From an optimization exercise on the open Yosys and OpenROAD flow, aimed at small area; shortcuts taken in it are not production practice. The RTL was checked by simulation tests, not by an equivalence proof against the original design. In runs 2 to 7 the design's own scripts or RTL, not TritonCTS, make the clock network. The flow treats the clock pin as an ideal source. Dropping or thinning the clock tree relies on that and would not hold on a real chip. Power and IR drop assume default switching activity.

==> flow/flow/run.sh <==
#!/bin/bash
set -euo pipefail
here=$(pwd)
cat flow/abc_head.tcl synth_recipe.tcl > my_synth.tcl
export FLOW_ABC_SCRIPT=$here/flow/area.abc
ports="-buffer_cell sky130_fd_sc_hd__buf_1"
cts="-sink_clustering_enable -repair_clock_nets -dont_use_dummy_load -buf_list sky130_fd_sc_hd__clkbuf_4"
export BUFFER_PORTS_ARGS="$ports" CTS_ARGS="$cts"
bash standard.sh "SYNTH_SCRIPT=$here/my_synth.tcl" "ADDER_MAP_FILE=" \
  "BUFFER_PORTS_ARGS=$ports" "CTS_ARGS=$cts" finish > standard.log 2>&1
==> flow/flow/abc_head.tcl <==
# Map the logic with an area-oriented ABC script ($::env(FLOW_ABC_SCRIPT)) in place of
# ORFS's speed script; everything else is the standard synthesis.
proc abc {args} {
  set i [lsearch -exact $args -script]
  if {$i >= 0} { lset args [expr {$i + 1}] $::env(FLOW_ABC_SCRIPT) }
  yosys abc {*}$args
}
==> flow/flow/area.abc <==
&get -n
&st
&dch -f
&nf -R 1000 -p -C 32 -F 8 -A 8
&put
==> flow/standard.sh <==
#!/bin/bash
# synth_recipe.tcl (not shown) runs the flow's synth.tcl, then flattens the netlist and writes it again
# the make line also repeats each setting of config.mk as NAME=value (left out here)
make -C /OpenROAD-flow-scripts/flow DESIGN_CONFIG=/design/flow/config.mk WORK_HOME=/design/flow/orfs CLKGATE_MAP_FILE= SYNTH_SCRIPT=/design/flow/synth_recipe.tcl "${@:-finish}"
==> flow/config.mk <==
export PLATFORM = sky130hd
export DESIGN_NAME = motor_controle
export DESIGN_NICKNAME = motor_controle
export VERILOG_FILES = /design/flow/design.v
export SDC_FILE = /design/flow/constraint.sdc
export NUM_CORES = 4
export LEC_CHECK = 0
export CAP_MARGIN = 20
export CORE_MARGIN = 2
export CORE_UTILIZATION = 60
export SLEW_MARGIN = 20
==> flow/constraint.sdc <==
create_clock -name core_clock -period 10.0 [get_ports {clk}]
set_input_delay 2.0000 -clock core_clock [delete_from_list [all_inputs] [get_ports {clk}]]
set_output_delay 2.0000 -clock core_clock [all_outputs]
set_load 0.01 [all_outputs]
==> flow/design.v <==
module motor_controle (
    input  logic clk,
    input  logic rst,
    input  logic sensor,
    output logic led_red, led_green,
    output logic pino_buzzer,
    output logic pino_in1,
    output logic pino_in2,
    output logic pino_in3,
    output logic pino_in4,
    output logic seg_a,
    output logic seg_b,
    output logic seg_c,
    output logic seg_d,
    output logic seg_e,
    output logic seg_f,
    output logic seg_g
);
    logic [11:0] deb;
    logic sensor_filtrado, sensor_antigo_filtrado;
    wire deb_sat = deb[0] & ~deb[1] & deb[2] & deb[4] & ~deb[5] & deb[6] & ~deb[7] & deb[8] & ~deb[9] & deb[10] & ~deb[11];
    wire deb_hold = deb[0] & ~deb[1] & deb[2] & deb[4] & ~deb[5] & deb[6] & ~deb[7] & deb[8] & ~deb[9] & deb[10];
    wire deb_fb = deb_hold ? 1'b1 : ~(deb[11] ^ (deb[3] | ~deb[6]));
    wire deb_clr = rst | (sensor ^ sensor_filtrado);
    always_ff @(posedge clk) begin
        deb <= deb_clr ? 12'b100010010010 : {~deb[10:0], deb_fb};
        if (rst) sensor_filtrado <= 1'b0;
        else if (deb_sat) sensor_filtrado <= sensor;
        sensor_antigo_filtrado <= sensor_filtrado;
    end
    wire pulso_limpo = sensor_filtrado & ~sensor_antigo_filtrado;
    logic [5:0] a;        
    logic tom_onda;
    wire a_end = a[0] & ~a[2] & ~a[3] & a[5];
    always_ff @(posedge clk) begin
        a <= (rst | a_end) ? 6'b011100 : {~a[4:0], a[0] ^ a[5]};
        tom_onda <= ~rst & (tom_onda ^ a_end);
    end
    logic [9:0] b;        
    logic pulso_onda;
    wire b_end = ~b[0] & ~b[1] & ~b[2] & ~b[3] & ~b[4] & ~b[5] & b[6] & ~b[7] & ~b[8] & ~b[9];
    wire b_en = a_end & tom_onda;
    wire b_adv = b_en & ~b_end & ~rst;
    wire b_hold = ~b_en & ~rst;
    always_ff @(posedge clk) begin
        b <= ({10{b_adv}} & {b[8:0], ~(b[2] ^ b[9])}) | ({10{b_hold}} & b);
        pulso_onda <= ~rst & (pulso_onda ^ (b_en & b_end));
    end
    logic [2:0] st;
    localparam logic [2:0] ST_0 = 3'd0, ST_1 = 3'd1, ST_2 = 3'd2, ST_3 = 3'd3,
                           ST_4 = 3'd5, ST_5 = 3'd7, ST_M = 3'd4;
    wire motor = (st == ST_M);
    logic motor_end;
    logic [2:0] st_next;
    always_comb begin
        case (st)
            ST_0: st_next = pulso_limpo ? ST_1 : ST_0;
            ST_1: st_next = pulso_limpo ? ST_2 : ST_1;
            ST_2: st_next = pulso_limpo ? ST_3 : ST_2;
            ST_3: st_next = pulso_limpo ? ST_4 : ST_3;
            ST_4: st_next = pulso_limpo ? ST_5 : ST_4;
            ST_5: st_next = ST_M;
            ST_M: st_next = motor_end ? ST_0 : ST_M;
            default: st_next = ST_0;
        endcase
    end
    always_ff @(posedge clk) begin
        if (rst) st <= ST_0;
        else st <= st_next;
    end
    logic [7:0] c;
    logic [2:0] idx;
    wire c_end = c[0] & c[1] & c[2] & c[4] & c[5] & c[7];
    always_ff @(posedge clk) begin
        c <= (~motor | c_end) ? 8'b00001011 : {~c[6:0], c[2] ^ c[7]};
        if (~motor) idx <= 3'd0;
        else if (c_end) idx <= idx + 3'd1;
    end
    logic [10:0] u;
    wire u_end = u[0] & u[1] & ~u[2] & u[3] & u[4] & ~u[5] & ~u[8] & ~u[10];
    wire u_step = c_end & (idx == 3'd7);
    wire u_adv = motor & u_step;
    wire u_hold = motor & ~u_step;
    always_ff @(posedge clk) begin
        u <= ({11{u_adv}} & {u[9:0], ~(u[1] ^ u[10])}) | ({11{u_hold}} & u);
    end
    assign motor_end = u_end;
    logic [3:0] passo_atual;
    always_comb begin
        case (idx)
            3'd0: passo_atual = 4'b1000;
            3'd1: passo_atual = 4'b1100;
            3'd2: passo_atual = 4'b0100;
            3'd3: passo_atual = 4'b0110;
            3'd4: passo_atual = 4'b0010;
            3'd5: passo_atual = 4'b0011;
            3'd6: passo_atual = 4'b0001;
            default: passo_atual = 4'b1001;
        endcase
    end
    assign led_red = motor;
    assign led_green = ~motor;
    assign pino_buzzer = tom_onda & pulso_onda & motor;
    assign {pino_in1, pino_in2, pino_in3, pino_in4} = motor ? passo_atual : 4'b0000;
    logic [6:0] seg_vetor;
    always_comb begin
        case (st)
            ST_0: seg_vetor = 7'b1000000;
            ST_1: seg_vetor = 7'b1111001;
            ST_2: seg_vetor = 7'b0100100;
            ST_3: seg_vetor = 7'b0110000;
            ST_4: seg_vetor = 7'b0011001;
            default: seg_vetor = 7'b0010010;
        endcase
    end
    assign {seg_g, seg_f, seg_e, seg_d, seg_c, seg_b, seg_a} = seg_vetor;
endmodule
==> results of run 1 <==
-- state kept, by name, summed over array words and instances, names as in the netlist --
signal and cells:
deb 12, u 11, b 10, c 8
a 6, idx 3, st 3, pulso_onda 1
sensor_antigo_filtrado 1, sensor_filtrado 1, tom_onda 1
-- worst paths after layout --
kind	slack, ps	to	from
max	6270	pino_buzzer	st[0]$_SDFF_PP0_
min	370	a[2]$_SDFF_PP1_	a[1]$_SDFF_PP0_
max reg2reg	7920	b[4]$_DFF_P_	a[0]$_SDFF_PP0_
min reg2reg	370	a[2]$_SDFF_PP1_	a[1]$_SDFF_PP0_
-- synth_stat cells, drive strengths merged --
library cell,number
or3,1
nand4b,2
nand2,15
a211oi,1
nand2b,1
a21oi,6
nor2b,6
nor4,6
a22o,21
and3,2
xor2,1
clkinv,1
o21a,3
dfxtp,57
a2111oi,1
buf,1
and4,1
or2,1
xnor2,5
nor3,10
nor2,30
nor3b,2
a21o,1
nand3,3
nand4,1
or4,1
-- worst max-delay path, cell delays in order (launching register included) --
cell	delay, ps
dfxtp_1	420
nor2_1	80
nand2_1	390
clkinv_1	160
and3_1	210
buf_1	120
-- per-layer routing --
metal | vias to the layer above | part of all wire, % | wire length, µm | global-route usage (%)
met5 | - | 0 | 0 | 0
met4 | 0 | 1.3 | 38 | 10.48
met3 | 6 | 4.9 | 148 | 9.524
met2 | 25 | 48 | 1445 | 29.97
met1 | 635 | 46 | 1374 | 23.26
li1 | 700 | - | - | -
-- through the flow --
stage | power (W) | cells
after global routing | 0.0003585 | 238
after global placement | 0.0002419 | 229
after floorplan | 0.0002401 | 180
after CTS | 0.0003460 | 238
final | 0.0003398 | 238
after detailed placement | 0.0002423 | 229
-- report_power, final --
group,leakage (nW),switching [W],internal [W],total [W]
Combinational,0.246,0.00000327,0.00000180,0.00000507
Clock,0.0414,0.0000614,0.0000416,0.000103
Sequential,0.463,0.00000168,0.000230,0.000232
Total,0.750,0.0000663,0.000274,0.000340
-- cell type report --
| class | instances | area (µm²) |
|---|---|---|
| Sequential cell | 57 | 1141 |
| Fill cell | 266 | 973.4 |
| Multi-Input combinational cell | 121 | 708.2 |
| Clock buffer | 9 | 67.56 |
| Timing Repair Buffer | 17 | 67.56 |
| Tap cell | 33 | 41.29 |
| Inverter | 1 | 3.754 |
-- logic make-up after synthesis --
logic type	synth area share, %
AND/OR/NAND/NOR	21.25
flip-flops	61.33
AO/OA/AOI/OAI	13.99
XOR/XNOR	2.824
buffers and inverters	0.6052
==> run summary, run 1 <==
* Status: no timing/DRC/antenna violations
* Total CTS buffers at 9
* Worst-margin pin slew at 978.1 ps
* # port buffers at 16
* RSZ-0062 raised after global routing: false
* Final wirelength at 3.006 mm
* Area grow syn2layout at 9.079%
* Area leader, netlist: dfxtp_1
* Net Count, Synth at 183
* Max Fclk at 0.2684 GHz
* Largest net degree at the start of global routing at 17
* Peak supply drop at 0.1269 mV
* Ant. Diodes at 0
* Final net count at 210
* Die height at 59.69 µm
* Minimum clock period at 3725 ps
* Hold Path Class: register to register
* GP Congestion at 0.7824
* Commonest cells after routing, fill and taps aside: 57 x dfxtp_1, 30 x nor2_1, 21 x a22o_1
* CP arrival at 1730 ps
* Final instance area at 0.002029 mm²
* Yosys warnings at 1
* Cell Pwr Density at 167.5 mW/mm²
* DP Worst Slack at 6574 ps
* Post-CTS Setup Bufs at 0
* R2R depth at 5
* Register area share after synthesis at 61.33%
* Post-Syn Area at 0.001861 mm²
* Final Hold Fails at 0
* Setup CP Type: register to primary output
* Hold buffers post-CTS at 0
* Grt total ovfl at 0
* Avg Vias per Cell at 5.739
* H-tree depth at 3
* Setup crit end kind: primary output
* DRT Pass-1 Iters at 4
* Final setup margin at 6275 ps
* WP data required at 8000 ps
* Vias in the first global route at 1,208
* CTS tree: built
* Share of the synthesized area in the top cell type at 61.33%
* Clk_skew at 23.55 ps
* Max-slew violations at 0
* IO Count at 17
* Antenna violations before repair at 0
* Setup TNS at 0 ps
* Post-Syn Instances at 180
* DRC viols at 0
* Hold path depth at 1
* Final Util at 67.58%
* Post-cts sizing count at 0
* Row cnt at 20
* DP Area at 0.001962 mm²
* Max Fanout on Critical Path at 16
* Crit share post-route at 37.25%
* Clock net sink count at 57
* Synth cell types at 26
* CTS Buffer Depth at 2
* Clock Latency Late Sink at 370 ps
* Synthesized flop and latch total at 57
* Synth area leaders: dfxtp_1 61%, a22o_1 9.9%, nor2_1 6.1%
* Antenna-violating nets left at 0
* Setup crit start kind: register
* CORE AREA at 0.003003 mm²
* Post-DP HPWL at 2.139 mm
* Commonest non-fill, non-tap cell in the layout: dfxtp_1
* Worst hold slack at 367.2 ps
* Leak at 0.7503 nW
* Root Driver: clkbuf_4
* Layout cell share with drive strength beyond 1 at 4.878%
* Vias at 1,366
* Max-slew headroom at 34.29%
* Max cap viols at 0
* DR iter-0 viols at 92
* Overall routing resource usage at 19.85%
* Drt wl/cell at 12.63 µm
* Total die area at 0.003562 mm²
* Endpoints failing setup at 0
* First-pass GRT wire length at 5.106 mm
* CTS clk-pin slew, worst paths at 80 ps
* Syn_area_per_cell at 10.34 µm²
* Initial Util at 61.96%
* Die W at 59.69 µm
==> run 2: changes to the inputs <==
--- a/flow/flow/run.sh
+++ b/flow/flow/run.sh
@@ -8,3 +8,4 @@
 export BUFFER_PORTS_ARGS="$ports" CTS_ARGS="$cts"
+export POST_CTS_TCL=$here/flow/clock_buffers.tcl CLOCK_BUFFERS=3 CLOCK_BUFFER_CELL=sky130_fd_sc_hd__clkbuf_8
 bash standard.sh "SYNTH_SCRIPT=$here/my_synth.tcl" "ADDER_MAP_FILE=" \
-  "BUFFER_PORTS_ARGS=$ports" "CTS_ARGS=$cts" finish > standard.log 2>&1
+  "BUFFER_PORTS_ARGS=$ports" "CTS_ARGS=$cts" "POST_CTS_TCL=$POST_CTS_TCL" finish > standard.log 2>&1
==> flow/flow/clock_buffers.tcl (new file) <==
set block [ord::get_db_block]
set clkbuf_master [[ord::get_db] findMaster $::env(CLOCK_BUFFER_CELL)]
set clk_net [$block findNet clk]
set sinks {}
set old_insts {}
set old_nets {}
# walk the tree from the clock port
set todo [list $clk_net]
while {[llength $todo] > 0} {
  set net [lindex $todo 0]
  set todo [lrange $todo 1 end]
  foreach it [$net getITerms] {
    set inst [$it getInst]
    if {![$it isInputSignal] && [$it getIoType] ne "INPUT"} { continue }
    set m [[$inst getMaster] getName]
    if {[string match "sky130_fd_sc_hd__clkbuf_*" $m] || [string match "sky130_fd_sc_hd__clkinv*" $m] || [string match "sky130_fd_sc_hd__buf_*" $m]} {
      if {[string match "sky130_fd_sc_hd__clkinv*" $m]} { error "unexpected clock inverter [$inst getName]" }
      lappend old_insts $inst
      foreach ot [$inst getITerms] {
        if {[$ot isOutputSignal]} {
          set on [$ot getNet]
          if {$on ne "NULL"} { lappend todo $on; lappend old_nets $on }
        }
      }
    } else {
      lappend sinks $it
    }
  }
}
puts "clock buffers: [llength $sinks] sinks, removing [llength $old_insts] buffers"
# split the sinks into K groups by position (k-means), one buffer per group
set K $::env(CLOCK_BUFFERS)
set pts {}
foreach it $sinks {
  set b [[$it getInst] getBBox]
  lappend pts [list [expr {([$b xMin] + [$b xMax]) / 2.0}] [expr {([$b yMin] + [$b yMax]) / 2.0}]]
}
set n [llength $sinks]
set cents {}
for {set k 0} {$k < $K} {incr k} {
  set p [lindex [lsort -real -index 0 $pts] [expr {int(($k + 0.5) * $n / $K)}]]
  lappend cents $p
}
for {set iter 0} {$iter < 30} {incr iter} {
  set assign {}
  foreach p $pts {
    set best 0; set bd 1e30
    for {set k 0} {$k < $K} {incr k} {
      set c [lindex $cents $k]
      set d [expr {pow([lindex $p 0] - [lindex $c 0], 2) + pow([lindex $p 1] - [lindex $c 1], 2)}]
      if {$d < $bd} { set bd $d; set best $k }
    }
    lappend assign $best
  }
  set nc {}
  for {set k 0} {$k < $K} {incr k} {
    set sx 0; set sy 0; set m 0
    foreach p $pts a $assign { if {$a == $k} { set sx [expr {$sx + [lindex $p 0]}]; set sy [expr {$sy + [lindex $p 1]}]; incr m } }
    if {$m > 0} { lappend nc [list [expr {$sx / $m}] [expr {$sy / $m}]] } else { lappend nc [lindex $cents $k] }
  }
  set cents $nc
}
foreach it $sinks { $it disconnect }
foreach inst $old_insts { odb::dbInst_destroy $inst }
foreach net $old_nets { odb::dbNet_destroy $net }
for {set k 0} {$k < $K} {incr k} {
  set buf [odb::dbInst_create $block $clkbuf_master "clkbuf_grp_$k"]
  set out_net [odb::dbNet_create $block "clknet_grp_$k"]
  $out_net setSigType CLOCK
  foreach it [$buf getITerms] {
    set mt [$it getMTerm]
    if {[$mt getName] eq "A"} { $it connect $clk_net }
    if {[$mt getName] eq "X"} { $it connect $out_net }
  }
  set m 0
  foreach it $sinks a $assign { if {$a == $k} { $it connect $out_net; incr m } }
  set c [lindex $cents $k]
  $buf setLocation [expr {int([lindex $c 0])}] [expr {int([lindex $c 1])}]
  $buf setPlacementStatus PLACED
  puts "clock buffer $k: $m sinks"
}
detailed_placement
check_placement -verbose
estimate_parasitics -placement
report_clock_skew
report_check_types -max_slew -max_capacitance
==> run 2 against run 1 <==
Net effect:
- still clean on timing, DRC and antenna
- first-iteration DRC count is 29% higher
- area after synthesis is the same
- combinational power about the same
- sequential cell count stayed put
- register-to-register slack worse by 30 ps
- sequential power barely moved
- worst hold slack better by 0.70 ps
- cell count decreased by 2.5%
- utilization is 0.88 points lower
- largest cell class unchanged
- largest power group unchanged
==> run summary, run 2 <==
* Area grow syn2layout at 7.666%
* # port buffers at 16
* Synth top cells by count: 57 x dfxtp_1, 30 x nor2_1, 21 x a22o_1, 15 x nand2_1, 10 x nor3_1
* Largest net degree at the start of global routing at 24
* Grt total ovfl at 0
* Ant. Diodes at 0
* Yosys warnings at 1
* WP data required at 8000 ps
* First-pass GRT wire length at 5.064 mm
* Crit share post-route at 35.60%
* Leak at 0.7305 nW
* Top-count cell post-synth: dfxtp_1
* Register area share after synthesis at 61.33%
* Synth cell types at 26
* DRC viols at 0
* Overall routing resource usage at 18.61%
* DR iter-0 viols at 119
* Post-Syn Instances at 180
* Fraction of registers with async set/reset at 0%
* Setup crit end kind: primary output
* Post-Syn Area at 0.001861 mm²
* Worst-margin pin slew at 972.2 ps
* Commonest non-fill, non-tap cell in the layout: dfxtp_1
* IO Count at 17
* Syn_area_per_cell at 10.34 µm²
* Antenna violations before repair at 0
* Cell Pwr Density at 158.4 mW/mm²
* Status: no timing/DRC/antenna violations
* Endpoints failing setup at 0
* Vias at 1,341
* Minimum clock period at 3560 ps
* DRT Pass-1 Iters at 4
* Final Hold Fails at 0
* Max cap viols at 0
* Die height at 59.69 µm
* Number of synthesized flops with an enable pin at 0
* Final instance area at 0.002003 mm²
* Clock Latency Late Sink at 170 ps
* Setup CP Type: register to primary output
* CTS clk-pin slew, worst paths at 120 ps
* Biggest registers after layout: deb (12), u (11), b (10)
* Synthesized flop and latch total at 57
* CP arrival at 1560 ps
* Max-slew headroom at 34.69%
* Max Fanout on Critical Path at 16
* Clock net sink count at 57
* Ys flop type: dfxtp_1
* Initial Util at 61.96%
* Max FFs per register at 12
* CORE AREA at 0.003003 mm²
* Clk_skew at 23.57 ps
* Synth area leaders: dfxtp_1 61%, a22o_1 9.9%, nor2_1 6.1%
* R2R depth at 5
* Setup crit start kind: register
* Share of the synthesized area in the top cell type at 61.33%
* Top reg by flops: deb
* Row cnt at 20
* Final net count at 204
* Final wirelength at 3.021 mm
* Hold Path Class: register to register
* DP Area at 0.001962 mm²
* Avg Vias per Cell at 5.780
* Total die area at 0.003562 mm²
* Drt wl/cell at 13.02 µm
* Commonest cells after routing, fill and taps aside: 57 x dfxtp_1, 30 x nor2_1, 21 x a22o_1
* Die W at 59.69 µm
* Area leader, netlist: dfxtp_1
* Post-DP HPWL at 2.139 mm
* Vias in the first global route at 1,169
* Max Fclk at 0.2809 GHz
* Peak supply drop at 0.1258 mV
* GP Congestion at 0.7824
* Antenna-violating nets left at 0
* Setup TNS at 0 ps
* RSZ-0062 raised after global routing: false
* Max-slew violations at 0
* R2R setup slack at 7890 ps
* Net Count, Synth at 183
* Hold path depth at 1
* Layout cell share with drive strength beyond 1 at 2.010%
## run 2: where the power goes
group | internal [W] | total [W] | switching, W
logic | 0.00000180 | 0.00000510 | 0.00000329
clock network | 0.0000280 | 0.0000804 | 0.0000524
registers | 0.000230 | 0.000232 | 0.00000169
## run 2: final cells by class
cell class                      count  area, µm²
Multi-Input combinational cell    121      708.2
Inverter                            1      3.754
Tap cell                           33      41.29
Timing Repair Buffer               17      67.56
Fill cell                         265      999.7
Buffer                              3      41.29
Sequential cell                    57       1141
## run 2: per-layer routing
metal  wire length, µm  GRT usage [%]
met2              1410          30.28
met3               116          5.628
met1              1465          24.20
met4                28          4.762
met5                 0              0
## run 2: worst max-delay path, stage by stage, from the launching register on
cell	delay, ps
dfxtp_1	410
nor2_1	80
nand2_1	400
clkinv_1	160
and3_1	210
buf_1	120
## run 2: final timing paths
check,from,endpoint
setup / recovery,st[1]$_SDFF_PP0_,pino_buzzer
hold / removal,a[1]$_SDFF_PP0_,a[2]$_SDFF_PP1_
setup reg to reg,a[0]$_SDFF_PP0_,b[5]$_DFF_P_
hold reg to reg,a[1]$_SDFF_PP0_,a[2]$_SDFF_PP1_
## run 2: kinds of logic after synthesis
group           after synthesis  synth area share [%]
buf+inv                       2                0.6052
xor+xnor                      6                 2.824
compound gates               33                 13.99
flops                        57                 61.33
simple gates                 82                 21.25
## run 2: metrics by stage
stage / utilization (%) / power (W) / cells / setup slack (ps) / hold WS (ps)
final: 66.71 / 0.0003174 / 232 / 6440 / 367.9
after global routing: 66.71 / 0.0003307 / 232 / 6295 / 373.5
after detailed placement: 65.33 / 0.0002423 / 229 / 6574 / 349.5
after global placement: 65.33 / 0.0002419 / 229 / 6678 / 351.1
after floorplan: - / 0.0002401 / 180 / 6745 / 343.4
==> run 3: changes to the inputs <==
--- a/flow/flow/run.sh
+++ b/flow/flow/run.sh
@@ -8,3 +8,3 @@
 export BUFFER_PORTS_ARGS="$ports" CTS_ARGS="$cts"
-export POST_CTS_TCL=$here/flow/clock_buffers.tcl CLOCK_BUFFERS=3 CLOCK_BUFFER_CELL=sky130_fd_sc_hd__clkbuf_8
+export POST_CTS_TCL=$here/flow/clock_buffers.tcl CLOCK_BUFFERS=2 CLOCK_BUFFER_CELL=sky130_fd_sc_hd__clkbuf_16
 bash standard.sh "SYNTH_SCRIPT=$here/my_synth.tcl" "ADDER_MAP_FILE=" \
==> run 3 against run 2 <==
Net effect:
- largest power group unchanged
- register-to-register slack about the same
- sequential cell count unchanged
- still clean
- cell count decreased by 0.43%
- global-route usage decreased by 1.0 points
- utilization increased by 0.29 points
- routed wire length decreased by 3.9%
- die area unchanged
- sequential share of layout area decreased by 0.25 points
- clock power increased by 8.2%
- sequential power about the same
- largest cell class unchanged
==> run summary, run 3 <==
* Status: no timing/DRC/antenna violations
* Yosys warnings at 1
* Max-slew headroom at 34.91%
* Row cnt at 20
* Area leader, netlist: dfxtp_1
* Synthesized flop and latch total at 57
* Final Hold Fails at 0
* Commonest non-fill, non-tap cell in the layout: dfxtp_1
* Setup crit end kind: primary output
* Synth area leaders: dfxtp_1 61%, a22o_1 9.9%, nor2_1 6.1%
* DRT Pass-1 Iters at 4
* Clock Latency Late Sink at 160 ps
* Setup crit start kind: register
* Cell Pwr Density at 161.0 mW/mm²
* Crit share post-route at 35.55%
* Syn_area_per_cell at 10.34 µm²
* Clk_skew at 5.116 ps
* Ant. Diodes at 0
* Final setup margin at 6445 ps
* Die W at 59.69 µm
* Setup TNS at 0 ps
* Setup CP Type: register to primary output
* Max Fanout on Critical Path at 16
* Post-DP HPWL at 2.139 mm
* DRC viols at 0
* Pwr Total at 0.0003239 W
* Synth top cells by count: 57 x dfxtp_1, 30 x nor2_1, 21 x a22o_1, 15 x nand2_1, 10 x nor3_1
* RSZ-0062 raised after global routing: false
* Max Fclk at 0.2813 GHz
* Leak at 0.7336 nW
* Clock net sink count at 57
* Post-Syn Area at 0.001861 mm²
* Final net count at 203
* Fraction of registers with async set/reset at 0%
* Critical R2R Launch: a[0]$_SDFF_PP0_
* Commonest cells after routing, fill and taps aside: 57 x dfxtp_1, 30 x nor2_1, 21 x a22o_1
* Vias in the first global route at 1,156
* IO Count at 17
* CP startpoint: st[0]$_SDFF_PP0_
* GP Congestion at 0.7824
* CP arrival at 1550 ps
* Drt wl/cell at 12.56 µm
* Worst-margin pin slew at 968.9 ps
* DP Worst Slack at 6574 ps
* Synth cell types at 26
* Antenna-violating nets left at 0
* Origin of the worst min-delay path: a[1]$_SDFF_PP0_
* WP data required at 8000 ps
* CORE AREA at 0.003003 mm²
* Biggest registers after layout: deb (12), u (11), b (10)
* Antenna violations before repair at 0
* Register area share after synthesis at 61.33%
* Grt total ovfl at 0
* Layout cell share with drive strength beyond 1 at 1.515%
* First-pass GRT wire length at 4.933 mm
* Top-count cell post-synth: dfxtp_1
* Final wirelength at 2.902 mm
* Ys flop type: dfxtp_1
* Endpoints failing setup at 0
* Final instance area at 0.002012 mm²
* Minimum clock period at 3555 ps
* CTS clk-pin slew, worst paths at 100 ps
* Max cap viols at 0
* Max-slew violations at 0
* DP Area at 0.001962 mm²
* Hold Path Class: register to register
* Area grow syn2layout at 8.137%
* Vias at 1,340
* # port buffers at 16
* Avg Vias per Cell at 5.801
* Die height at 59.69 µm
* Initial Util at 61.96%
* Largest net degree at the start of global routing at 30
* Post-Syn Instances at 180
* Peak supply drop at 0.1592 mV
* Share of the synthesized area in the top cell type at 61.33%
* Overall routing resource usage at 17.60%
* Top reg by flops: deb
* Total die area at 0.003562 mm²
* Max FFs per register at 12
* Net Count, Synth at 183
* DR iter-0 viols at 117
* Number of synthesized flops with an enable pin at 0
==> run 3: metrics by stage <==
stage | utilization (%) | hold slack (ps) | std cells
after floorplan | - | 343.4 | 180
after global placement | 65.33 | 351.1 | 229
after detailed placement | 65.33 | 349.5 | 229
after global routing | 67.00 | 380.9 | 231
final | 67.00 | 371.9 | 231
==> run 3: path summary, 6_finish.rpt <==
| kind | end | cells past startpoint | slack, ps |
|---|---|---|---|
| worst max-delay path | pino_buzzer | 5 | 6450 |
| worst max register to register | b[5]$_DFF_P_ | 5 | 7900 |
| worst min-delay path | a[2]$_SDFF_PP1_ | 1 | 370 |
| worst min register to register | a[2]$_SDFF_PP1_ | 1 | 370 |
==> run 3: critical path, cell delays in order (launching register included) <==
cell      delay [ps]
dfxtp_1          430
nor2_1            80
nand2_1          400
clkinv_1         160
and3_1           210
buf_1            120
==> run 3: cell families after synthesis <==
logic type	share of synthesized area, %
AO/OA/AOI/OAI	13.99
XOR/XNOR	2.824
buffers and inverters	0.6052
flip-flops	61.33
AND/OR/NAND/NOR	21.25
==> run 3: metal layers <==
| layer | vias to the layer above | share of wire (%) | GRT usage [%] |
|---|---|---|---|
| li1 | 684 | - | - |
| met1 | 636 | 49 | 23.47 |
| met2 | 17 | 48 | 29.97 |
| met3 | 3 | 3.2 | 3.680 |
| met4 | 0 | 0.52 | 2.857 |
| met5 | - | 0 | 0 |
==> run 3: area by class of cell <==
class / count / area (µm²)
Buffer: 2 / 50.05
Inverter: 1 / 3.754
Timing Repair Buffer: 17 / 67.56
Tap cell: 33 / 41.29
Sequential cell: 57 / 1141
Fill cell: 261 / 991.0
Multi-Input combinational cell: 121 / 708.2
==> run 3: where the power goes <==
group | internal (W) | switching [W] | total, W
logic | 0.00000180 | 0.00000327 | 0.00000507
clock network | 0.0000368 | 0.0000502 | 0.0000870
registers | 0.000230 | 0.00000168 | 0.000232
total | 0.000269 | 0.0000551 | 0.000324
==> run 4: changes to the inputs <==
--- a/flow/flow/run.sh
+++ b/flow/flow/run.sh
@@ -8,4 +8,4 @@
 export BUFFER_PORTS_ARGS="$ports" CTS_ARGS="$cts"
-export POST_CTS_TCL=$here/flow/clock_buffers.tcl CLOCK_BUFFERS=2 CLOCK_BUFFER_CELL=sky130_fd_sc_hd__clkbuf_16
+export POST_CTS_TCL=$here/flow/clock_buffers.tcl CLOCK_BUFFERS=3 CLOCK_BUFFER_CELL=sky130_fd_sc_hd__clkbuf_8
 bash standard.sh "SYNTH_SCRIPT=$here/my_synth.tcl" "ADDER_MAP_FILE=" \
-  "BUFFER_PORTS_ARGS=$ports" "CTS_ARGS=$cts" "POST_CTS_TCL=$POST_CTS_TCL" finish > standard.log 2>&1
+  "MIN_BUF_CELL_AND_PORTS=sky130_fd_sc_hd__buf_1 A X" "BUFFER_PORTS_ARGS=$ports" "CTS_ARGS=$cts" "POST_CTS_TCL=$POST_CTS_TCL" finish > standard.log 2>&1
--- a/flow/flow/clock_buffers.tcl
+++ b/flow/flow/clock_buffers.tcl
@@ -30,3 +30,4 @@
 puts "clock buffers: [llength $sinks] sinks, removing [llength $old_insts] buffers"
-# split the sinks into K groups by position (k-means), one buffer per group
+# split the sinks into K groups of equal size by position (balanced k-means), one buffer
+# per group
 set K $::env(CLOCK_BUFFERS)
@@ -44,11 +45,21 @@
 for {set iter 0} {$iter < 30} {incr iter} {
-  set assign {}
+  # balanced assignment: closest (sink, group) pairs first, at most ceil(n/K) sinks a group
+  set cap [expr {($n + $K - 1) / $K}]
+  set pairs {}
+  set i 0
   foreach p $pts {
-    set best 0; set bd 1e30
     for {set k 0} {$k < $K} {incr k} {
       set c [lindex $cents $k]
-      set d [expr {pow([lindex $p 0] - [lindex $c 0], 2) + pow([lindex $p 1] - [lindex $c 1], 2)}]
-      if {$d < $bd} { set bd $d; set best $k }
+      lappend pairs [list [expr {pow([lindex $p 0] - [lindex $c 0], 2) + pow([lindex $p 1] - [lindex $c 1], 2)}] $i $k]
     }
-    lappend assign $best
+    incr i
+  }
+  set assign [lrepeat $n -1]
+  set fill [lrepeat $K 0]
+  foreach pr [lsort -real -index 0 $pairs] {
+    lassign $pr d i k
+    if {[lindex $assign $i] < 0 && [lindex $fill $k] < $cap} {
+      lset assign $i $k
+      lset fill $k [expr {[lindex $fill $k] + 1}]
+    }
   }
==> run 4 against run 3 <==
Net effect:
- register-to-register slack is essentially flat
- combinational power grew 1%
- total power shrank 0.99%
- clock power shrank 3.8%
==> run summary, run 4 <==
* Status: no timing/DRC/antenna violations
* Syn_area_per_cell at 10.32 µm²
* Clk_skew at 12.62 ps
* DRC viols at 0
* Cells along the critical path: nor2_1, nand2_1, clkinv_1, and3_1, buf_1
* First-pass GRT wire length at 5.140 mm
* Area leader, netlist: dfxtp_1
* Avg Vias per Cell at 5.707
* Layout cell share with drive strength beyond 1 at 2.010%
* Total die area at 0.003556 mm²
* RSZ-0062 raised after global routing: false
* GP Congestion at 0.7812
* CP arrival at 1580 ps
* XOR/XNOR share of the synthesized area at 2.830%
* Adder-cell share of the synthesized area at 0%
* Grt total ovfl at 0
* Number of synthesized flops with an enable pin at 0
* Clock Latency Late Sink at 170 ps
* Endpoints failing setup at 0
* Leak at 0.7305 nW
* Antenna-violating nets left at 0
* Largest net degree at the start of global routing at 20
* Max cap viols at 0
* Max Fclk at 0.2794 GHz
* WP data required at 8000 ps
* Top reg by flops: deb
* Yosys warnings at 1
* Post-DP HPWL at 2.101 mm
* Cell Pwr Density at 160.1 mW/mm²
* Row cnt at 20
* Pwr Total at 0.0003207 W
* Antenna violations before repair at 0
* Initial Util at 61.83%
* R2R depth at 5
* CTS clk-pin slew, worst paths at 120 ps
* DR iter-0 viols at 60
* Die W at 59.63 µm
* Int Power at 0.0002601 W
* Register area share after synthesis at 61.46%
* Max Fanout on Critical Path at 16
* Fraction of registers with async set/reset at 0%
* Synth top cells by count: 57 x dfxtp_1, 30 x nor2_1, 21 x a22o_1, 15 x nand2_1, 10 x nor3_1
* Final instance area at 0.002003 mm²
* # port buffers at 16
* Seq pwr share at 72.3%
* Slowest-stage cell, CP: dfxtp_1
* Minimum clock period at 3579 ps
* IO Count at 17
* DRT Pass-1 Iters at 4
* Biggest registers after layout: deb (12), u (11), b (10)
* Post-Syn Area at 0.001857 mm²
* Power share of the clock group at 26.1%
* Synthesized flop and latch total at 57
* Overall routing resource usage at 19.29%
* Net Count, Synth at 183
* Commonest cells after routing, fill and taps aside: 57 x dfxtp_1, 30 x nor2_1, 21 x a22o_1
* Synth cell types at 26
* Largest family of logic cells by synthesized area: simple AND/OR/NAND/NOR gates
* Share of the synthesized area in the top cell type at 61.46%
* Setup crit end kind: primary output
* DP Area at 0.001962 mm²
* Max FFs per register at 12
* Peak supply drop at 0.1104 mV
* Compound-Gate Fraction of Synth Area at 14.02%
* Top-count cell post-synth: dfxtp_1
* Post-Syn Instances at 180
* Logic pwr share at 1.6%
* CP Depth at 5
* Hold Path Class: register to register
* Hold path depth at 1
* Setup TNS at 0 ps
* CP bufs+invs at 2
* Area grow syn2layout at 7.884%
* Mux cell area share after synthesis at 0%
* Clock net sink count at 57
* Vias in the first global route at 1,184
* Switching part of the total at 18.90%
* Final Hold Fails at 0
* Vias at 1,324
* Final wirelength at 3.041 mm
* Max-slew headroom at 33.96%
* Die height at 59.63 µm
* Ys flop type: dfxtp_1
* Synth Area in Simple Gates at 21.29%
* Max-slew violations at 0
* Synth area leaders: dfxtp_1 61%, a22o_1 9.9%, nor2_1 6.1%
* CP delay by family, top: simple AND/OR/NAND/NOR gates
* Commonest non-fill, non-tap cell in the layout: dfxtp_1
* CORE AREA at 0.003003 mm²
* Setup crit start kind: register
* Setup CP Type: register to primary output
* Slowest cell delay on critical path at 440 ps
* Crit share post-route at 35.79%
* Drt wl/cell at 13.11 µm
* Worst-margin pin slew at 983.0 ps
* Ant. Diodes at 0
* Net switching power figure at 0.00006060 W
* Final net count at 204
-- run 4: cell count changes after synthesis --
cell / change
buf_4: -1
buf_1: +1
-- run 4: area by class of cell --
cell class	instances	area, µm²
buffer	3	41.29
timing repair buffer	17	67.56
tap	33	41.29
multi-input combinational	121	708.2
fill	244	999.7
sequential	57	1141
inverter	1	3.754
-- run 4: final timing paths --
kind	from	to	slack (ps)
setup / recovery	st[0]$_SDFF_PP0_	pino_buzzer	6420
setup reg to reg	a[0]$_SDFF_PP0_	b[8]$_DFF_P_	7900
hold / removal	a[1]$_SDFF_PP0_	a[2]$_SDFF_PP1_	380
hold reg to reg	a[1]$_SDFF_PP0_	a[2]$_SDFF_PP1_	380
-- run 4: through the flow --
stage	util, %	std cells	hold WS [ps]	setup slack (ps)
2_1_floorplan	-	180	343.4	6745
3_3_place_gp	65.33	229	350.9	6676
3_5_place_dp	65.33	229	360.3	6583
5_1_grt	66.71	232	414.5	6301
6_report	66.71	232	381.5	6421
-- run 4: per-layer routing --
layer | routed length (µm) | vias up | track usage (%)
li1 | - | 683 | -
met5 | 0 | - | 0
met4 | 41 | 0 | 6.667
met1 | 1498 | 620 | 24.86
met2 | 1406 | 18 | 31.40
met3 | 94 | 3 | 5.022
-- run 4: kinds of logic after synthesis --
logic type	count (synthesis)
simple gates	82
flops	57
compound gates	33
xor+xnor	6
buf+inv	2
-- run 4: power groups by stage --
stage          registers (W)   logic [W]  clock network, W
2_1_floorplan       0.000237  0.00000346                 0
3_3_place_gp        0.000237  0.00000498                 0
3_5_place_dp        0.000237  0.00000528                 0
5_1_grt             0.000233  0.00000608         0.0000941
6_report            0.000232  0.00000512         0.0000837
==> run 5: changes to the inputs <==
--- a/flow/flow/run.sh
+++ b/flow/flow/run.sh
@@ -8,3 +8,3 @@
 export BUFFER_PORTS_ARGS="$ports" CTS_ARGS="$cts"
-export POST_CTS_TCL=$here/flow/clock_buffers.tcl CLOCK_BUFFERS=3 CLOCK_BUFFER_CELL=sky130_fd_sc_hd__clkbuf_8
+export POST_CTS_TCL=$here/flow/clock_buffers.tcl CLOCK_BUFFERS=2 CLOCK_BUFFER_CELL=sky130_fd_sc_hd__buf_12
 bash standard.sh "SYNTH_SCRIPT=$here/my_synth.tcl" "ADDER_MAP_FILE=" \
==> run 5 against run 4 <==
Net effect:
- area after synthesis did not move
- first-iteration DRC count fell by 5.0%
- die area did not move
- clock power rose by 6.7%
- sequential cell count did not move
- cell count fell by 0.43%
- critical path type unchanged
- sequential power barely moved
- register-to-register slack got worse by 20 ps
- sequential share of layout area barely moved
- combinational power barely moved
- via count fell by 2.2%
- routed wire length fell by 1.8%
==> run summary, run 5 <==
* Status: no timing/DRC/antenna violations
* Max FFs per register at 12
* Setup crit start kind: register
* Register area share after synthesis at 61.46%
* Area leader, netlist: dfxtp_1
* Synthesized flop and latch total at 57
* # port buffers at 16
* Clock Latency Late Sink at 140 ps
* Final Hold Fails at 0
* Syn_area_per_cell at 10.32 µm²
* Final wirelength at 2.987 mm
* Clk_skew at 8.604 ps
* Crit share post-route at 35.40%
* IO Count at 17
* RSZ-0062 raised after global routing: false
* Vias at 1,295
* Largest family of logic cells by synthesized area: simple AND/OR/NAND/NOR gates
* Post-Syn Area at 0.001857 mm²
* Setup CP Type: register to primary output
* Drt wl/cell at 12.93 µm
* DRC viols at 0
* Commonest cells after routing, fill and taps aside: 57 x dfxtp_1, 30 x nor2_1, 21 x a22o_1
* Top-count cell post-synth: dfxtp_1
* Biggest registers after layout: deb (12), u (11), b (10)
* Max-slew violations at 0
* Commonest non-fill, non-tap cell in the layout: dfxtp_1
* Synth Area in Simple Gates at 21.29%
* Setup crit end kind: primary output
* Post-Syn Instances at 180
* Minimum clock period at 3540 ps
* Worst-margin pin slew at 983.5 ps
* Antenna violations before repair at 0
* Share of the synthesized area in the top cell type at 61.46%
* Setup TNS at 0 ps
* Largest net degree at the start of global routing at 30
* Max-slew headroom at 33.93%
* Die height at 59.63 µm
* Fraction of registers with async set/reset at 0%
* Synth top cells by count: 57 x dfxtp_1, 30 x nor2_1, 21 x a22o_1, 15 x nand2_1, 10 x nor3_1
* Net Count, Synth at 183
* Initial Util at 61.83%
* Area grow syn2layout at 7.817%
* Max Fclk at 0.2825 GHz
* Top reg by flops: deb
* Slowest-stage cell, CP: dfxtp_1
* Die W at 59.63 µm
* Adder-cell share of the synthesized area at 0%
* Compound-Gate Fraction of Synth Area at 14.02%
* Antenna-violating nets left at 0
* CTS clk-pin slew, worst paths at 110 ps
* Mux cell area share after synthesis at 0%
* Fillers at 244
* Ys flop type: dfxtp_1
* GP Congestion at 0.7812
* GR peak layer: met2
* WP data required at 8000 ps
* Total die area at 0.003556 mm²
* Yosys warnings at 1
* Met3 Resource Use GR at 3.057%
* Number of synthesized flops with an enable pin at 0
* Layout cell share with drive strength beyond 1 at 1.515%
* Avg Vias per Cell at 5.606
* Row cnt at 20
* XOR/XNOR share of the synthesized area at 2.830%
* First-pass GRT wire length at 5.050 mm
* Vias in the first global route at 1,171
* Synth area leaders: dfxtp_1 61%, a22o_1 9.9%, nor2_1 6.1%
* Grt met2 use at 30.46%
* Slowest cell delay on critical path at 440 ps
* Cells along the critical path: nor2_1, nand2_1, clkinv_1, and3_1, buf_1
* DR iter-0 viols at 57
* CORE AREA at 0.003003 mm²
* Post-DP HPWL at 2.101 mm
* Leak at 0.7277 nW
* DRT Pass-1 Iters at 4
* M1 GR Usage at 25.28%
* Overall routing resource usage at 18.19%
* Peak supply drop at 0.07263 mV
* Cell Pwr Density at 163.0 mW/mm²
* Ant. Diodes at 0
* Max Fanout on Critical Path at 16
* Max cap viols at 0
* Worst hold slack at 379.3 ps
* CP arrival at 1540 ps
* Final net count at 203
* Endpoints failing setup at 0
* Grt total ovfl at 0
* Clock net sink count at 57
* Synth cell types at 26
* Hold Path Class: register to register
==> run 5: worst paths after layout <==
kind         slack [ps]  depth (start not counted)         endpoint              from
max reg2reg        7880                          5     b[8]$_DFF_P_   a[0]$_SDFF_PP0_
min reg2reg         380                          1  a[2]$_SDFF_PP1_   a[1]$_SDFF_PP0_
max                6460                          5      pino_buzzer  st[0]$_SDFF_PP0_
min                 380                          1  a[2]$_SDFF_PP1_   a[1]$_SDFF_PP0_
==> run 5: power breakdown <==
part           leakage (nW)  switching [W]  internal (W)   total [W]
Sequential            0.463     0.00000165      0.000230    0.000232
Combinational         0.246     0.00000334    0.00000180  0.00000515
Clock                0.0188      0.0000566     0.0000327   0.0000893
Total                 0.728      0.0000616      0.000265    0.000326
==> run 5: routing by layer <==
layer	wire (µm)	up-vias
li1	-	679
met1	1537	598
met2	1350	15
met3	76	3
met4	22	0
met5	0	-
==> run 5: logic make-up (layout without fill, tap and decap cells) <==
family | Yosys count | in the layout
xor+xnor | 6 | 6
flops | 57 | 57
simple gates | 82 | 82
compound gates | 33 | 33
buf+inv | 2 | 20
==> run 5: layout make-up <==
cell class | count | area [µm²] | area share, %
Sequential cell | 57 | 1141 | 57.00
Multi-Input combinational cell | 121 | 708.2 | 35.37
Buffer | 2 | 40.04 | 2.000
Tap cell | 33 | 41.29 | 2.063
Timing Repair Buffer | 17 | 67.56 | 3.375
Inverter | 1 | 3.754 | 0.1875
==> run 5: critical path, delay by kind of cell, from the launching register on <==
kind                   cells  cell delay [ps]
AND/OR/NAND/NOR            3              690
flip-flops                 1              440
buffers and inverters      2              270
==> run 5: stage by stage <==
step	power, W	setup slack [ps]	util [%]	area, µm²	std cells
2_1_floorplan	0.0002401	6745	-	1857	180
3_3_place_gp	0.0002419	6676	65.33	1962	229
3_5_place_dp	0.0002424	6583	65.33	1962	229
5_1_grt	0.0003362	6329	66.67	2002	231
6_report	0.0003263	6460	66.67	2002	231
==> run 6: changes to the inputs <==
--- a/flow/config.mk
+++ b/flow/config.mk
@@ -7,5 +7,6 @@
 export LEC_CHECK = 0
-export CAP_MARGIN = 20
+export CAP_MARGIN = 0
 export CORE_MARGIN = 2
 export CORE_UTILIZATION = 60
-export SLEW_MARGIN = 20
+export GPL_TIMING_DRIVEN = 0
+export SLEW_MARGIN = 0
==> run 6 against run 5 <==
Net effect:
- fmax down 1.5%
- global-route usage is 0.71 points lower
- clock power fell by 6.6%
- utilization is 0.083 points higher
- worst setup slack got worse by 55 ps
- via count increased by 0.93%
- first-iteration DRC count is 19% higher
==> run summary, run 6 <==
* Status: no timing/DRC/antenna violations
* Layout cell share with drive strength beyond 1 at 1.515%
* Clk_skew at 2.720 ps
* Largest family of logic cells by synthesized area: simple AND/OR/NAND/NOR gates
* Max cap viols at 0
* Post-DP HPWL at 2.086 mm
* DP Area at 0.001964 mm²
* Largest net degree at the start of global routing at 30
* Antenna-violating nets left at 0
* Synth area leaders: dfxtp_1 61%, a22o_1 9.9%, nor2_1 6.1%
* Clock Latency Late Sink at 130 ps
* Setup crit end kind: primary output
* Share of the synthesized area in the top cell type at 61.46%
* Max Fanout on Critical Path at 16
* Total die area at 0.003556 mm²
* Worst-margin pin slew at 953.5 ps
* Setup crit start kind: register
* Adder-cell share of the synthesized area at 0%
* DRC viols at 0
* Setup TNS at 0 ps
* Clock net sink count at 57
* Area leader, netlist: dfxtp_1
* R2R setup slack at 7880 ps
* Number of synthesized flops with an enable pin at 0
* XOR/XNOR share of the synthesized area at 2.830%
* Final instance area at 0.002004 mm²
* Final net count at 203
* Commonest non-fill, non-tap cell in the layout: dfxtp_1
* Peak supply drop at 0.1609 mV
* Area grow syn2layout at 7.951%
* Biggest registers after layout: deb (12), u (11), b (10)
* GP Congestion at 0.7783
* Row cnt at 20
* Post-Syn Instances at 180
* Setup CP Type: register to primary output
* Hold Path Class: register to register
* Die height at 59.63 µm
* CORE AREA at 0.003003 mm²
* Commonest cells after routing, fill and taps aside: 57 x dfxtp_1, 30 x nor2_1, 21 x a22o_1
* Compound-Gate Fraction of Synth Area at 14.02%
* Fraction of registers with async set/reset at 0%
* Minimum clock period at 3596 ps
* RSZ-0062 raised after global routing: false
* Synth Area in Simple Gates at 21.29%
* Synthesized flop and latch total at 57
* Mux cell area share after synthesis at 0%
* IO Count at 17
* Yosys warnings at 1
* Max FFs per register at 12
* Ant. Diodes at 0
* WP data required at 8000 ps
* Hold path depth at 1
* Top-count cell post-synth: dfxtp_1
* Ys flop type: dfxtp_1
* Cell Pwr Density at 159.8 mW/mm²
* Leak at 0.7235 nW
* Initial Util at 61.83%
* Grt total ovfl at 0
* Vias at 1,307
* Max Fclk at 0.2781 GHz
* Max-slew violations at 0
* Antenna violations before repair at 0
* Vias in the first global route at 1,100
* Top reg by flops: deb
* Net Count, Synth at 183
* Max-slew headroom at 35.94%
* Overall routing resource usage at 17.48%
* DR iter-0 viols at 68
* CTS clk-pin slew, worst paths at 100 ps
* Synth top cells by count: 57 x dfxtp_1, 30 x nor2_1, 21 x a22o_1, 15 x nand2_1, 10 x nor3_1
* DRT Pass-1 Iters at 4
* Avg Vias per Cell at 5.658
* Final Hold Fails at 0
* Crit share post-route at 35.96%
* Synth cell types at 26
* Endpoints failing setup at 0
* Die W at 59.63 µm
* Final wirelength at 2.886 mm
* Syn_area_per_cell at 10.32 µm²
* # port buffers at 16
* Post-Syn Area at 0.001857 mm²
* CP arrival at 1600 ps
* Drt wl/cell at 12.49 µm
* First-pass GRT wire length at 4.830 mm
* Register area share after synthesis at 61.46%
* R2R depth at 4
[run 6: cells by family (layout without fill, tap and decap cells)]
family	Yosys count	after routing
XOR/XNOR	6	6
flip-flops	57	57
AO/OA/AOI/OAI	33	33
buffers and inverters	2	20
AND/OR/NAND/NOR	82	82
[run 6: critical path, cell delays in order, from the launching register on]
cell      delay, ps
dfxtp_1         450
nor2_1           90
nand2_1         430
clkinv_1        170
and3_1          210
buf_1           120
[run 6: final cells by class]
cell class	count	area, µm²
flip-flops and latches	57	1141
fillers	252	998.5
multi-input cells	121	714.4
repair buffers	16	60.06
plain buffers	3	43.79
well taps	33	41.29
inverters	1	3.754
[run 6: routing by layer]
layer / global-route usage [%] / share of wire [%] / vias to the layer above
li1: - / - / 677
met1: 23.12 / 48 / 609
met2: 29.98 / 48 / 19
met3: 3.712 / 3.3 / 2
met4: 2.857 / 0.73 / 0
met5: 0 / 0 / -
[run 6: path summary, 6_finish.rpt]
check	endpoint	startpoint
setup / recovery	pino_buzzer	st[0]$_SDFF_PP0_
setup reg to reg	u[3]$_DFF_P_	st[0]$_SDFF_PP0_
hold reg to reg	a[2]$_SDFF_PP1_	a[1]$_SDFF_PP0_
hold / removal	a[2]$_SDFF_PP1_	a[1]$_SDFF_PP0_
[run 6: per-stage QoR]
| stage | hold slack, ps | cells | power (W) | setup WS (ps) | util (%) |
|---|---|---|---|---|---|
| 2_1_floorplan | 343.4 | 180 | 0.0002401 | 6745 | - |
| 3_3_place_gp | 350.1 | 229 | 0.0002419 | 6629 | 65.21 |
| 3_5_place_dp | 360.8 | 229 | 0.0002422 | 6554 | 65.42 |
| 5_1_grt | 400.5 | 231 | 0.0003337 | 6258 | 66.75 |
| 6_report | 379.3 | 231 | 0.0003204 | 6404 | 66.75 |
[run 6: power breakdown]
part,internal [W],switching [W]
logic,0.00000180,0.00000334
registers,0.000230,0.00000164
clock network,0.0000326,0.0000508
total,0.000265,0.0000558
==> run 7: changes to the inputs <==
--- a/flow/design.v
+++ b/flow/design.v
@@ -48,18 +48,20 @@
     end
-    logic [2:0] st;
-    localparam logic [2:0] ST_0 = 3'd0, ST_1 = 3'd1, ST_2 = 3'd2, ST_3 = 3'd3,
-                           ST_4 = 3'd5, ST_5 = 3'd7, ST_M = 3'd4;
-    wire motor = (st == ST_M);
+    logic motor;
+    logic [2:0] cnt;
+    logic [7:0] c;
+    wire c_end = c[0] & c[1] & c[2] & c[4] & c[5] & c[7];
+    wire motor_start = ~motor & (cnt == 3'd5);
+    wire cnt_inc = motor ? c_end : pulso_limpo;
     logic motor_end;
-    logic [2:0] st_next;
+    logic [2:0] cnt_next;    
     always_comb begin
-        case (st)
-            ST_0: st_next = pulso_limpo ? ST_1 : ST_0;
-            ST_1: st_next = pulso_limpo ? ST_2 : ST_1;
-            ST_2: st_next = pulso_limpo ? ST_3 : ST_2;
-            ST_3: st_next = pulso_limpo ? ST_4 : ST_3;
-            ST_4: st_next = pulso_limpo ? ST_5 : ST_4;
-            ST_5: st_next = ST_M;
-            ST_M: st_next = motor_end ? ST_0 : ST_M;
-            default: st_next = ST_0;
+        case (cnt)
+            3'd0: cnt_next = 3'd1;
+            3'd1: cnt_next = 3'd2;
+            3'd2: cnt_next = 3'd3;
+            3'd3: cnt_next = 3'd4;
+            3'd4: cnt_next = 3'd5;
+            3'd5: cnt_next = 3'd6;
+            3'd6: cnt_next = 3'd7;
+            default: cnt_next = 3'd0;
         endcase
@@ -67,12 +69,8 @@
     always_ff @(posedge clk) begin
-        if (rst) st <= ST_0;
-        else st <= st_next;
-    end
-    logic [7:0] c;
-    logic [2:0] idx;
-    wire c_end = c[0] & c[1] & c[2] & c[4] & c[5] & c[7];
-    always_ff @(posedge clk) begin
+        if (rst) motor <= 1'b0;
+        else if (motor_start) motor <= 1'b1;
+        else if (motor_end) motor <= 1'b0;
+        if (rst | motor_start) cnt <= 3'd0;
+        else if (cnt_inc) cnt <= cnt_next;
         c <= (~motor | c_end) ? 8'b00001011 : {~c[6:0], c[2] ^ c[7]};
-        if (~motor) idx <= 3'd0;
-        else if (c_end) idx <= idx + 3'd1;
     end
@@ -80,3 +78,3 @@
     wire u_end = u[0] & u[1] & ~u[2] & u[3] & u[4] & ~u[5] & ~u[8] & ~u[10];
-    wire u_step = c_end & (idx == 3'd7);
+    wire u_step = c_end & (cnt == 3'd7);
     wire u_adv = motor & u_step;
@@ -89,3 +87,3 @@
     always_comb begin
-        case (idx)
+        case (cnt)
             3'd0: passo_atual = 4'b1000;
@@ -106,8 +104,9 @@
     always_comb begin
-        case (st)
-            ST_0: seg_vetor = 7'b1000000;
-            ST_1: seg_vetor = 7'b1111001;
-            ST_2: seg_vetor = 7'b0100100;
-            ST_3: seg_vetor = 7'b0110000;
-            ST_4: seg_vetor = 7'b0011001;
+        if (motor) seg_vetor = 7'b0010010;
+        else case (cnt)
+            3'd0: seg_vetor = 7'b1000000;
+            3'd1: seg_vetor = 7'b1111001;
+            3'd2: seg_vetor = 7'b0100100;
+            3'd3: seg_vetor = 7'b0110000;
+            3'd4: seg_vetor = 7'b0011001;
             default: seg_vetor = 7'b0010010;
==> flow/flow/area.abc (replaced) <==
&get -n
&st
&dch -f
&nf -R 1000 -p -C 32 -F 8 -A 8
&put
&get -n
&st
&dch -f
&nf -R 1000 -p -C 32 -F 8 -A 8
&put
--- a/flow/config.mk
+++ b/flow/config.mk
@@ -7,6 +7,5 @@
 export LEC_CHECK = 0
-export CAP_MARGIN = 0
+export CAP_MARGIN = 20
 export CORE_MARGIN = 2
-export CORE_UTILIZATION = 60
-export GPL_TIMING_DRIVEN = 0
-export SLEW_MARGIN = 0
+export CORE_UTILIZATION = 45
+export SLEW_MARGIN = 20
==> run 7 against run 6 <==
Net effect:
- combinational power is 8.2% higher
- worst hold slack barely moved
- still clean on timing, DRC and antenna
- largest power group unchanged
- global-route usage is 2.9 points lower
- first-iteration DRC count grew 43%
- total power down 2.6%
- critical path depth down 2
- clock skew rose by 4.6 ps
- worst setup slack better by 280 ps
- clock power fell by 1%
- sequential share of layout area down 0.91 points
- via count decreased by 1.3%
==> run summary, run 7 <==
* Status: no timing/DRC/antenna violations
* Synth area leaders: dfxtp_1 61%, a22o_1 10%, nor2_1 5.6%
* Total die area at 0.004520 mm²
* Vias at 1,290
* DRC viols at 0
* Share of the synthesized area in the top cell type at 61.20%
* Antenna violations before repair at 0
* Max Fclk at 0.3013 GHz
* Row cnt at 22
* Max-slew violations at 0
* Register Area at 0.001101 mm²
* Synth cell types at 25
* Setup crit start kind: register
* Post-DP HPWL at 2.080 mm
* Clock net sink count at 55
* Crit share post-route at 33.19%
* Max Fanout on Critical Path at 13
* Register area share after synthesis at 61.20%
* Final wirelength at 2.923 mm
* Commonest non-fill, non-tap cell in the layout: dfxtp_1
* Setup TNS at 0 ps
* Synth top cells by count: 55 x dfxtp_1, 27 x nor2_1, 21 x a22o_1, 19 x nand2_1, 11 x nor3_1
* Initial Util at 48.06%
* Area leader, netlist: dfxtp_1
* Cell Pwr Density at 158.7 mW/mm²
* Clk_skew at 7.288 ps
* Synthesized flop and latch total at 55
* Antenna-violating nets left at 0
* Clock Latency Late Sink at 130 ps
* Pwr Total at 0.0003119 W
* Largest net degree at the start of global routing at 29
* Peak supply drop at 0.1651 mV
* Slowest cell delay on critical path at 610 ps
* Ant. Diodes at 0
* Slowest-stage cell, CP: dfxtp_1
* Minimum clock period at 3319 ps
* First-pass GRT wire length at 5.154 mm
* Vias in the first global route at 1,167
* Number of synthesized flops with an enable pin at 0
* Top layer in use: met4
* Setup crit end kind: primary output
* Post-Syn Instances at 178
* Met1 Routed Length at 1.486 mm
* Grt total ovfl at 0
* IO Count at 17
* Drt wl/cell at 12.03 µm
* Net Count, Synth at 181
* DR WL met2 at 1.301 mm
* Biggest registers after layout: deb (12), u (11), b (10)
* Endpoints failing setup at 0
* CP arrival at 1320 ps
* GP Congestion at 0.7247
* Final net count at 200
* Yosys warnings at 1
* Syn_area_per_cell at 10.11 µm²
* Post-Syn Area at 0.001799 mm²
* DR iter-0 viols at 97
* CTS clk-pin slew, worst paths at 100 ps
* Area taken by multi-input logic gates at 696.9 µm²
* Avg Vias per Cell at 5.309
* DRT Pass-1 Iters at 4
* Die height at 67.23 µm
* Setup CP Type: register to primary output
* Die W at 67.23 µm
* Ys flop type: dfxtp_1
* Max-slew headroom at 48.05%
* DP Area at 0.001916 mm²
* Commonest cells after routing, fill and taps aside: 55 x dfxtp_1, 27 x nor2_1, 21 x a22o_1
* CORE AREA at 0.003744 mm²
* Max FFs per register at 12
* Fillers at 378
* Area grow syn2layout at 9.249%
* Fraction of registers with async set/reset at 0%
* Top reg by flops: deb
* Layout cell share with drive strength beyond 1 at 2.051%
* Hold Path Class: register to register
* Final Hold Fails at 0
* Final Util at 52.51%
* Max cap viols at 0
* Leak at 0.7045 nW
* Top-count cell post-synth: dfxtp_1
* Cells along the critical path: clkinv_1, nand2_1, buf_1
* WL met3 at 110 µm
* # port buffers at 16
* Final instance area at 0.001966 mm²
* RSZ-0062 raised after global routing: false
* Worst-margin pin slew at 779.3 ps
* WP data required at 8000 ps
* Overall routing resource usage at 14.61%
==> run 7: cell types whose count changed after synthesis, moves of 2 or more <==
cell      change
nor4_1        -5
dfxtp_1       -2
o21ai_0       +4
nor2_1        -3
nand2b_1      +2
nor2b_1       -2
o21a_1        -2
nand2_1       +4
a21oi_1       +2
==> run 7: report_power, final <==
group          switching, W   total [W]  leakage [nW]  internal, W
Combinational    0.00000356  0.00000556         0.239   0.00000200
Clock             0.0000499   0.0000825        0.0188    0.0000326
Sequential       0.00000171    0.000224         0.446     0.000222
==> run 7: critical path: cells and delay by family, from the launching register on <==
kind,cells,cell delay [ps]
buffers and inverters,2,450
and+or+nand+nor,1,130
DFF,1,610
==> run 7: final timing paths <==
check	startpoint	to	slack [ps]	cells past startpoint
hold reg to reg	a[1]$_SDFF_PP0_	a[2]$_SDFF_PP1_	380	1
hold / removal	a[1]$_SDFF_PP0_	a[2]$_SDFF_PP1_	380	1
setup reg to reg	motor$_SDFFE_PP0P_	u[4]$_DFF_P_	8110	3
setup / recovery	motor$_SDFFE_PP0P_	seg_b	6680	3
==> run 7: final cells by class <==
cell class / instances / area share (%)
inverter: 2 / 0.3819
tap: 48 / 3.055
multi-input combinational: 120 / 35.46
sequential: 55 / 56.02
buffer: 2 / 2.037
timing repair buffer: 16 / 3.055
==> run 7: per-layer routing <==
metal  track usage (%)  vias up
met5                 0        -
met4             3.061        0
met3             2.500        2
met2             24.38       26
met1             19.98      592
li1                  -      670
==> run 7: cells by family after synthesis <==
kind of cell | after synthesis | synth area share [%]
and+or+nand+nor | 76 | 19.61
xor gates and xnor gates | 6 | 2.921
AOI/OAI and AO/OA | 38 | 15.65
buffers and inverters | 3 | 0.6258
DFF | 55 | 61.20
==> run 7: per-stage QoR <==
step	hold slack, ps	setup slack (ps)	instances
final	379.1	6681	243
after global routing	399.4	6543	243
after detailed placement	359.6	6650	241
after global placement	359.5	6724	241
after floorplan	343.4	6931	178

==> what the ideal ports hide <==
No port has a modelled driver above. Below, the same layouts with a new extraction and two added sets of constraints.
Step 1 assumes that a clkbuf_16 drives the clock port and a buf_2 every other input.
Step 2 times the ports against the registers' clock, not the clock port: input delays grow and output delays shrink by t, the midpoint of the rising clock arrivals with the driver on.
Slacks: ideal / step 1 / step 2; pairs: ideal / step 1.
run | t, ns | setup slack, ns | worst setup path at the end | worst register clock-pin slew, ns
run 1 | 0.382 | 6.275 / 6.253 / 6.589 | input to register | 0.08 / 0.08
run 2 | 0.207 | 6.440 / 6.396 / 6.581 | input to register | 0.12 / 0.12
run 3 | 0.197 | 6.445 / 6.403 / 6.592 | input to register | 0.10 / 0.10
run 4 | 0.209 | 6.421 / 6.375 / 6.580 | input to register | 0.12 / 0.12
run 5 | 0.184 | 6.460 / 6.414 / 6.569 | input to register | 0.11 / 0.11
run 6 | 0.178 | 6.404 / 6.357 / 6.535 | register to output | 0.10 / 0.10
run 7 | 0.175 | 6.681 / 6.635 / 6.791 | input to register | 0.10 / 0.10
After both steps every run listed still meets setup and hold.
